What follows belongs to an exercise in optimizing a design on an open flow for small area; a production flow would make more cautious choices. Only simulation tests tie the RTL to the original design; equivalence was not proved. Power is estimated from default activity; no workload was simulated.

==> inputs of job 7429 <==
// QuadratureEncoderTop
module QuadratureEncoderTop #(N = 38, encCountBits = 26, precBits = 12, stp = 120218)(
	input clk,
	input reset,
	input A,
	input B,
	output Trvl,
	output FwdBck,  
	output[encCountBits - 1 : 0] encCount,
	output reg[11 : 0] inches,
	output[20 : 0] display
	);
	reg[N - 1 : 0] Fwd, MP, Bck;  
	wire _A, _B;  
	wire MvFwd, MvBck;  
	wire dir;  
	wire change;  
	EncoderDigitalFilter 			InputAFilter(.clk(clk), .sig(A), .filteredSig(_A));
	EncoderDigitalFilter 			InputBFilter(.clk(clk), .sig(B), .filteredSig(_B));
	EncoderDecoder 					QuadratureEncoder(.clk(clk), .A(_A), .B(_B), .change(change), .direction(dir));
	UpDownCounter #(encCountBits) QuadPulseCounter(.clk(clk), .reset(reset), .enable(change), .dir(dir), .count(encCount));
	seven_seg							DigitZero( .digit(inches[3:0]), .seg_out(display[6:0]));
	seven_seg							DigitOne( .digit(inches[7:4]), .seg_out(display[13:7]));
	seven_seg							DigitTwo( .digit(inches[11:8]), .seg_out(display[20:14]));
	assign MvFwd = (encCount == Fwd[N - 1 : precBits]);
	assign MvBck = (encCount == Bck[N - 1 : precBits]);
	assign Trvl = MvFwd | MvBck;
	assign FwdBck = MvFwd;
	always @(posedge clk) begin
		Fwd <= ~reset ? (stp) : (Trvl ? (FwdBck ? (Fwd + stp) : (MP) ) : (Fwd));
		MP  <= ~reset ? (0) : (Trvl ? (FwdBck ? (Fwd) : (Bck)) : (MP));
		Bck <= ~reset ? (-stp) : (Trvl ? (FwdBck ? (MP) : (Bck - stp) ) : (Bck));
		if(~reset) begin
			inches = 0;
		end
		else begin
			if(encCount == Fwd[N - 1 : precBits]) begin
				inches <= inches + 1'b1;
			end
  ...
==> module UpDownCounter, before the edit <==
module UpDownCounter #(WIDTH=8)(
	input clk,
	input reset, 
	input enable,  
	input dir,  
	output reg [WIDTH - 1:0] count  
	);
	always @ (posedge clk ) begin
		if (~reset) begin
			count <= 0;
		end
		if (enable) begin
			if(dir)
				count <= count + 1'b1;
			else
				count <= count - 1'b1;
		end
	end
endmodule
==> module QuadratureEncoderTop, before the edit <==
module QuadratureEncoderTop #(N = 38, encCountBits = 26, precBits = 12, stp = 120218)(
	input clk,
	input reset,
	input A,
	input B,
	output Trvl,
	output FwdBck,  
	output[encCountBits - 1 : 0] encCount,
	output reg[11 : 0] inches,
	output[20 : 0] display
	);
	reg[N - 1 : 0] Fwd, MP, Bck;  
	wire _A, _B;  
	wire MvFwd, MvBck;  
	wire dir;  
	wire change;  
	EncoderDigitalFilter 			InputAFilter(.clk(clk), .sig(A), .filteredSig(_A));
	EncoderDigitalFilter 			InputBFilter(.clk(clk), .sig(B), .filteredSig(_B));
	EncoderDecoder 					QuadratureEncoder(.clk(clk), .A(_A), .B(_B), .change(change), .direction(dir));
	UpDownCounter #(encCountBits) QuadPulseCounter(.clk(clk), .reset(reset), .enable(change), .dir(dir), .count(encCount));
	seven_seg							DigitZero( .digit(inches[3:0]), .seg_out(display[6:0]));
	seven_seg							DigitOne( .digit(inches[7:4]), .seg_out(display[13:7]));
	seven_seg							DigitTwo( .digit(inches[11:8]), .seg_out(display[20:14]));
	assign MvFwd = (encCount == Fwd[N - 1 : precBits]);
	assign MvBck = (encCount == Bck[N - 1 : precBits]);
	assign Trvl = MvFwd | MvBck;
	assign FwdBck = MvFwd;
	always @(posedge clk) begin
		Fwd <= ~reset ? (stp) : (Trvl ? (FwdBck ? (Fwd + stp) : (MP) ) : (Fwd));
		MP  <= ~reset ? (0) : (Trvl ? (FwdBck ? (Fwd) : (Bck)) : (MP));
		Bck <= ~reset ? (-stp) : (Trvl ? (FwdBck ? (MP) : (Bck - stp) ) : (Bck));
		if(~reset) begin
			inches = 0;
		end
		else begin
			if(encCount == Fwd[N - 1 : precBits]) begin
				inches <= inches + 1'b1;
			end
			else if(encCount == Bck[N - 1 : precBits]) begin
				inches <= inches - 1'b1;
			end
		end
	end
endmodule
==> module seven_seg, before the edit <==
module seven_seg( 
	input[3:0] digit,  
	output reg [6:0] seg_out  
	);
	always@(digit)
		case (digit)
			4'h0 : seg_out = 7'b1000000;
			4'h1 : seg_out = 7'b1111001;
			4'h2 : seg_out = 7'b0100100;
			4'h3 : seg_out = 7'b0110000;
			4'h4 : seg_out = 7'b0011001;
			4'h5 : seg_out = 7'b0010010;
			4'h6 : seg_out = 7'b0000010;
			4'h7 : seg_out = 7'b1111000;
			4'h8 : seg_out = 7'b0000000;
			4'h9 : seg_out = 7'b0011000;
			4'hA : seg_out = 7'b0001000;
			4'hB : seg_out = 7'b0000011;
			4'hC : seg_out = 7'b1000110;
			4'hD : seg_out = 7'b0100001;
			4'hE : seg_out = 7'b0000110;
			4'hF : seg_out = 7'b0001110;
			default: seg_out = 7'b1111111;
		endcase
endmodule
Settings: LEC_CHECK=0, CAP_MARGIN=20, CORE_MARGIN=2, CORE_UTILIZATION=40, SLEW_MARGIN=20; clock period 5.0 ns.
run.sh (not shown) runs the stock make flow with config.mk's settings and CLKGATE_MAP_FILE= SYNTH_SCRIPT=/design/flow/synth_recipe.tcl, a recipe that flattens the netlist after the stock synthesis.
==> job 1036: changes against job 7429 <==
--- a/flow/design.v
+++ b/flow/design.v
@@ -33,3 +33,3 @@
 endmodule 
-module UpDownCounter #(WIDTH=8)(
+module UpDownCounter #(parameter WIDTH=8)(
 	input clk,
@@ -77,3 +77,3 @@
 endmodule
-module QuadratureEncoderTop #(N = 38, encCountBits = 26, precBits = 12, stp = 120218)(
+module QuadratureEncoderTop #(parameter N = 38, encCountBits = 26, precBits = 12, stp = 120218)(
 	input clk,
@@ -88,7 +88,8 @@
 	);
-	reg[N - 1 : 0] Fwd, MP, Bck;  
 	wire _A, _B;  
-	wire MvFwd, MvBck;  
 	wire dir;  
 	wire change;  
+	reg [10:0] frac;
+	reg [5:0] delta;
+	reg fresh;
 	EncoderDigitalFilter 			InputAFilter(.clk(clk), .sig(A), .filteredSig(_A));
@@ -100,20 +101,23 @@
 	seven_seg							DigitTwo( .digit(inches[11:8]), .seg_out(display[20:14]));
-	assign MvFwd = (encCount == Fwd[N - 1 : precBits]);
-	assign MvBck = (encCount == Bck[N - 1 : precBits]);
+	wire cF = (frac >= 11'd1331);
+	wire cB = (frac < 11'd717);
+	wire MvFwd = fresh ? (encCount == 26'd29) : (delta == (cF ? 6'd30 : 6'd29));
+	wire MvBck = fresh ? (encCount == 26'h3ffffe2) : (delta == (cB ? 6'd34 : 6'd35));
 	assign Trvl = MvFwd | MvBck;
 	assign FwdBck = MvFwd;
+	wire [5:0] step = change ? (dir ? 6'd1 : 6'h3f) : 6'd0;
 	always @(posedge clk) begin
-		Fwd <= ~reset ? (stp) : (Trvl ? (FwdBck ? (Fwd + stp) : (MP) ) : (Fwd));
-		MP  <= ~reset ? (0) : (Trvl ? (FwdBck ? (Fwd) : (Bck)) : (MP));
-		Bck <= ~reset ? (-stp) : (Trvl ? (FwdBck ? (MP) : (Bck - stp) ) : (Bck));
-		if(~reset) begin
-			inches = 0;
+		fresh <= ~reset | (fresh & ~Trvl);
+		delta <= (Trvl ? 6'd0 : delta) + step;
+		if (~reset) begin
+			inches <= 0;
+			frac <= 0;
 		end
-		else begin
-			if(encCount == Fwd[N - 1 : precBits]) begin
-				inches <= inches + 1'b1;
-			end
-			else if(encCount == Bck[N - 1 : precBits]) begin
-				inches <= inches - 1'b1;
-			end
+		else if (MvFwd) begin
+			inches <= inches + 1'b1;
+			frac <= frac + 11'd717;
+		end
+		else if (MvBck) begin
+			inches <= inches - 1'b1;
+			frac <= frac - 11'd717;
 		end
==> job 2418: changes against job 7429 <==
==> flow/design.v (replaced) <==
module EncoderDigitalFilter(
	input clk,
	input sig,  
	output reg filteredSig  
	);
	reg H2, H1, H0;  
	always @ (posedge clk) begin
		H0 <= sig;
		H1 <= H0;
		H2 <= H1;
		if((H0 & H1) || (H1 & H2) || (H2 & H0)) begin
			filteredSig <= 1'b1;	
		end
		else begin
			filteredSig <= 1'b0;
		end
	end
endmodule
module EncoderDecoder(
	input clk,
	input A,  
	input B,  
	output change,  
	output direction  
	);
	reg _A, _B;
	assign change = (_A ^ A) | (_B ^ B);
	assign direction = (A ^ _B);
	always @ (posedge clk) begin
		_A <= A;
		_B <= B;
	end
endmodule 
module UpDownCounter #(parameter WIDTH=8)(
	input clk,
	input reset,
	input enable,  
	input dir,  
	output reg [WIDTH - 1:0] count  
	);
	wire [WIDTH - 1:0] prop = dir ? count : ~count;
	wire [WIDTH:0] flip;
	assign flip[0] = enable;
	genvar i;
	generate
		for (i = 0; i < WIDTH; i = i + 1) begin : chain
			assign flip[i + 1] = flip[i] & prop[i];
		end
	endgenerate
	wire keep = reset | enable;
	always @ (posedge clk) begin
		count <= (count & {WIDTH{keep}}) ^ flip[WIDTH - 1:0];
	end
endmodule
module seven_seg(
	input[3:0] digit,  
	output [6:0] seg_out  
	);
	localparam [15:0] SEG_A = 16'b0010100000010010;
	localparam [15:0] SEG_B = 16'b1101100001100000;
	localparam [15:0] SEG_C = 16'b1101000000000100;
	localparam [15:0] SEG_D = 16'b1000011010010010;
	localparam [15:0] SEG_E = 16'b0000001010111010;
	localparam [15:0] SEG_F = 16'b0010000010001110;
	localparam [15:0] SEG_G = 16'b0001000010000011;
	assign seg_out = {SEG_G[digit], SEG_F[digit], SEG_E[digit], SEG_D[digit],
	                  SEG_C[digit], SEG_B[digit], SEG_A[digit]};
endmodule
module QuadratureEncoderTop #(parameter N = 38, encCountBits = 26, precBits = 12, stp = 120218)(
	input clk,
	input reset,
	input A,
	input B,
	output Trvl,
	output FwdBck,  
	output[encCountBits - 1 : 0] encCount,
	output reg[11 : 0] inches,
	output[20 : 0] display
	);
	wire _A, _B;  
	wire dir;  
	wire change;  
	reg [10:0] frac;
	reg fresh;
	EncoderDigitalFilter 			InputAFilter(.clk(clk), .sig(A), .filteredSig(_A));
	EncoderDigitalFilter 			InputBFilter(.clk(clk), .sig(B), .filteredSig(_B));
	EncoderDecoder 					QuadratureEncoder(.clk(clk), .A(_A), .B(_B), .change(change), .direction(dir));
	UpDownCounter #(encCountBits) QuadPulseCounter(.clk(clk), .reset(reset), .enable(change), .dir(dir), .count(encCount));
	seven_seg							DigitZero( .digit(inches[3:0]), .seg_out(display[6:0]));
	seven_seg							DigitOne( .digit(inches[7:4]), .seg_out(display[13:7]));
	seven_seg							DigitTwo( .digit(inches[11:8]), .seg_out(display[20:14]));
	wire cF = (frac >= 11'd1331);
	wire cB = (frac < 11'd717);
	reg [5:0] delta;
	wire [5:0] dbase = delta & {6{~Trvl}};
	wire [5:0] dprop = dir ? dbase : ~dbase;
	wire [5:0] dflip = {&dprop[4:0], &dprop[3:0], &dprop[2:0], &dprop[1:0], dprop[0], 1'b1} & {6{change}};
	wire hiZero = ~|encCount[25:6];
	wire hiOnes = &encCount[25:6];
	wire MvFwd = fresh ? (hiZero & encCount[5:0] == 6'd29) : (delta == (cF ? 6'd30 : 6'd29));
	wire MvBck = fresh ? (hiOnes & encCount[5:0] == 6'd34) : (delta == (cB ? 6'd34 : 6'd35));
	assign Trvl = MvFwd | MvBck;
	assign FwdBck = MvFwd;
	always @(posedge clk) begin
		fresh <= ~reset | (fresh & ~Trvl);
		delta <= dbase ^ dflip;
		if (~reset) begin
			inches <= 0;
			frac <= 0;
		end
		else if (MvFwd) begin
			inches <= inches + 1'b1;
			frac <= frac + 11'd717;
		end
		else if (MvBck) begin
			inches <= inches - 1'b1;
			frac <= frac - 11'd717;
		end
	end
endmodule
==> qor summary <==
Tapcell count: job 7429 378; job 2418 143; job 1036 184
Startpoint of the worst register-to-register path: job 7429 QuadPulseCounter.count[7]$_SDFFCE_PN0P_; job 2418 frac[1]$_SDFFE_PN0P_; job 1036 frac[0]$_SDFFE_PN0P_
Outcome: job 7429 complete, no violations; job 2418 complete, no violations; job 1036 complete, no violations
Master of the slowest instance on the critical path: job 7429 edfxtp_1; job 2418 clkdlybuf4s50_1; job 1036 dfxtp_1
Worst endpoint required time: job 7429 5.32 ns; job 2418 4.00 ns; job 1036 5.24 ns
Most numerous cell in the Yosys netlist: job 7429 dfxtp_1; job 2418 nand2_1; job 1036 dfxtp_1
Power per unit of standard cell area: job 7429 380 mW/mm^2; job 2418 381 mW/mm^2; job 1036 489 mW/mm^2
Share of power burned in combinational logic: job 7429 0.339; job 2418 0.325; job 1036 0.464
Number of flops mapped to enable cells by yosys: job 7429 26; job 2418 0; job 1036 26
Leading power group: job 7429 registers; job 2418 registers; job 1036 combinational cells
Synthesized-area fraction occupied by adder cells: job 7429 0.0625; job 2418 0.0819; job 1036 0.132
Cell Count Post-Placement: job 7429 1688; job 2418 763; job 1036 889
Total clock buffers created by CTS: job 7429 17; job 2418 9; job 1036 9
Arrival time at the worst endpoint: job 7429 4.79 ns; job 2418 3.08 ns; job 1036 4.63 ns
Distinct cell type count of the synthesized netlist: job 7429 87; job 2418 84; job 1036 81
Max Clock Skew: job 7429 0.0136 ns; job 2418 0.00859 ns; job 1036 0.00922 ns
Sequential cell count: job 7429 180; job 2418 66; job 1036 87

[what the ideal ports hide]
No port has a modelled driver above. Below, the same layouts with a new extraction and two added sets of constraints. Step 1, drivers: a clkbuf_16 drives clk and a buf_2 each remaining input, both assumed. Step 2, shift: input delay + t, output delay - t, t = (earliest + latest rising clock arrival at the registers) / 2. This alone moves slack from input paths to output paths. Three values: ideal, step 1, step 2; two values: the first two.
| run | t, ns | slack for setup (ns) | worst setup path at the end | slew at the worst register clock pin (ns) |
|---|---|---|---|---|
| job 7429 | 0.477 | 0.529 / 0.511 / 0.529 | register to register | 0.08 / 0.08 |
| job 1036 | 0.385 | 0.609 / 0.609 / 0.609 | register to register | 0.07 / 0.07 |
| job 2418 | 0.363 | 0.924 / 0.886 / 1.184 | register to register | 0.06 / 0.06 |
After both steps setup and hold are still met in every run listed.
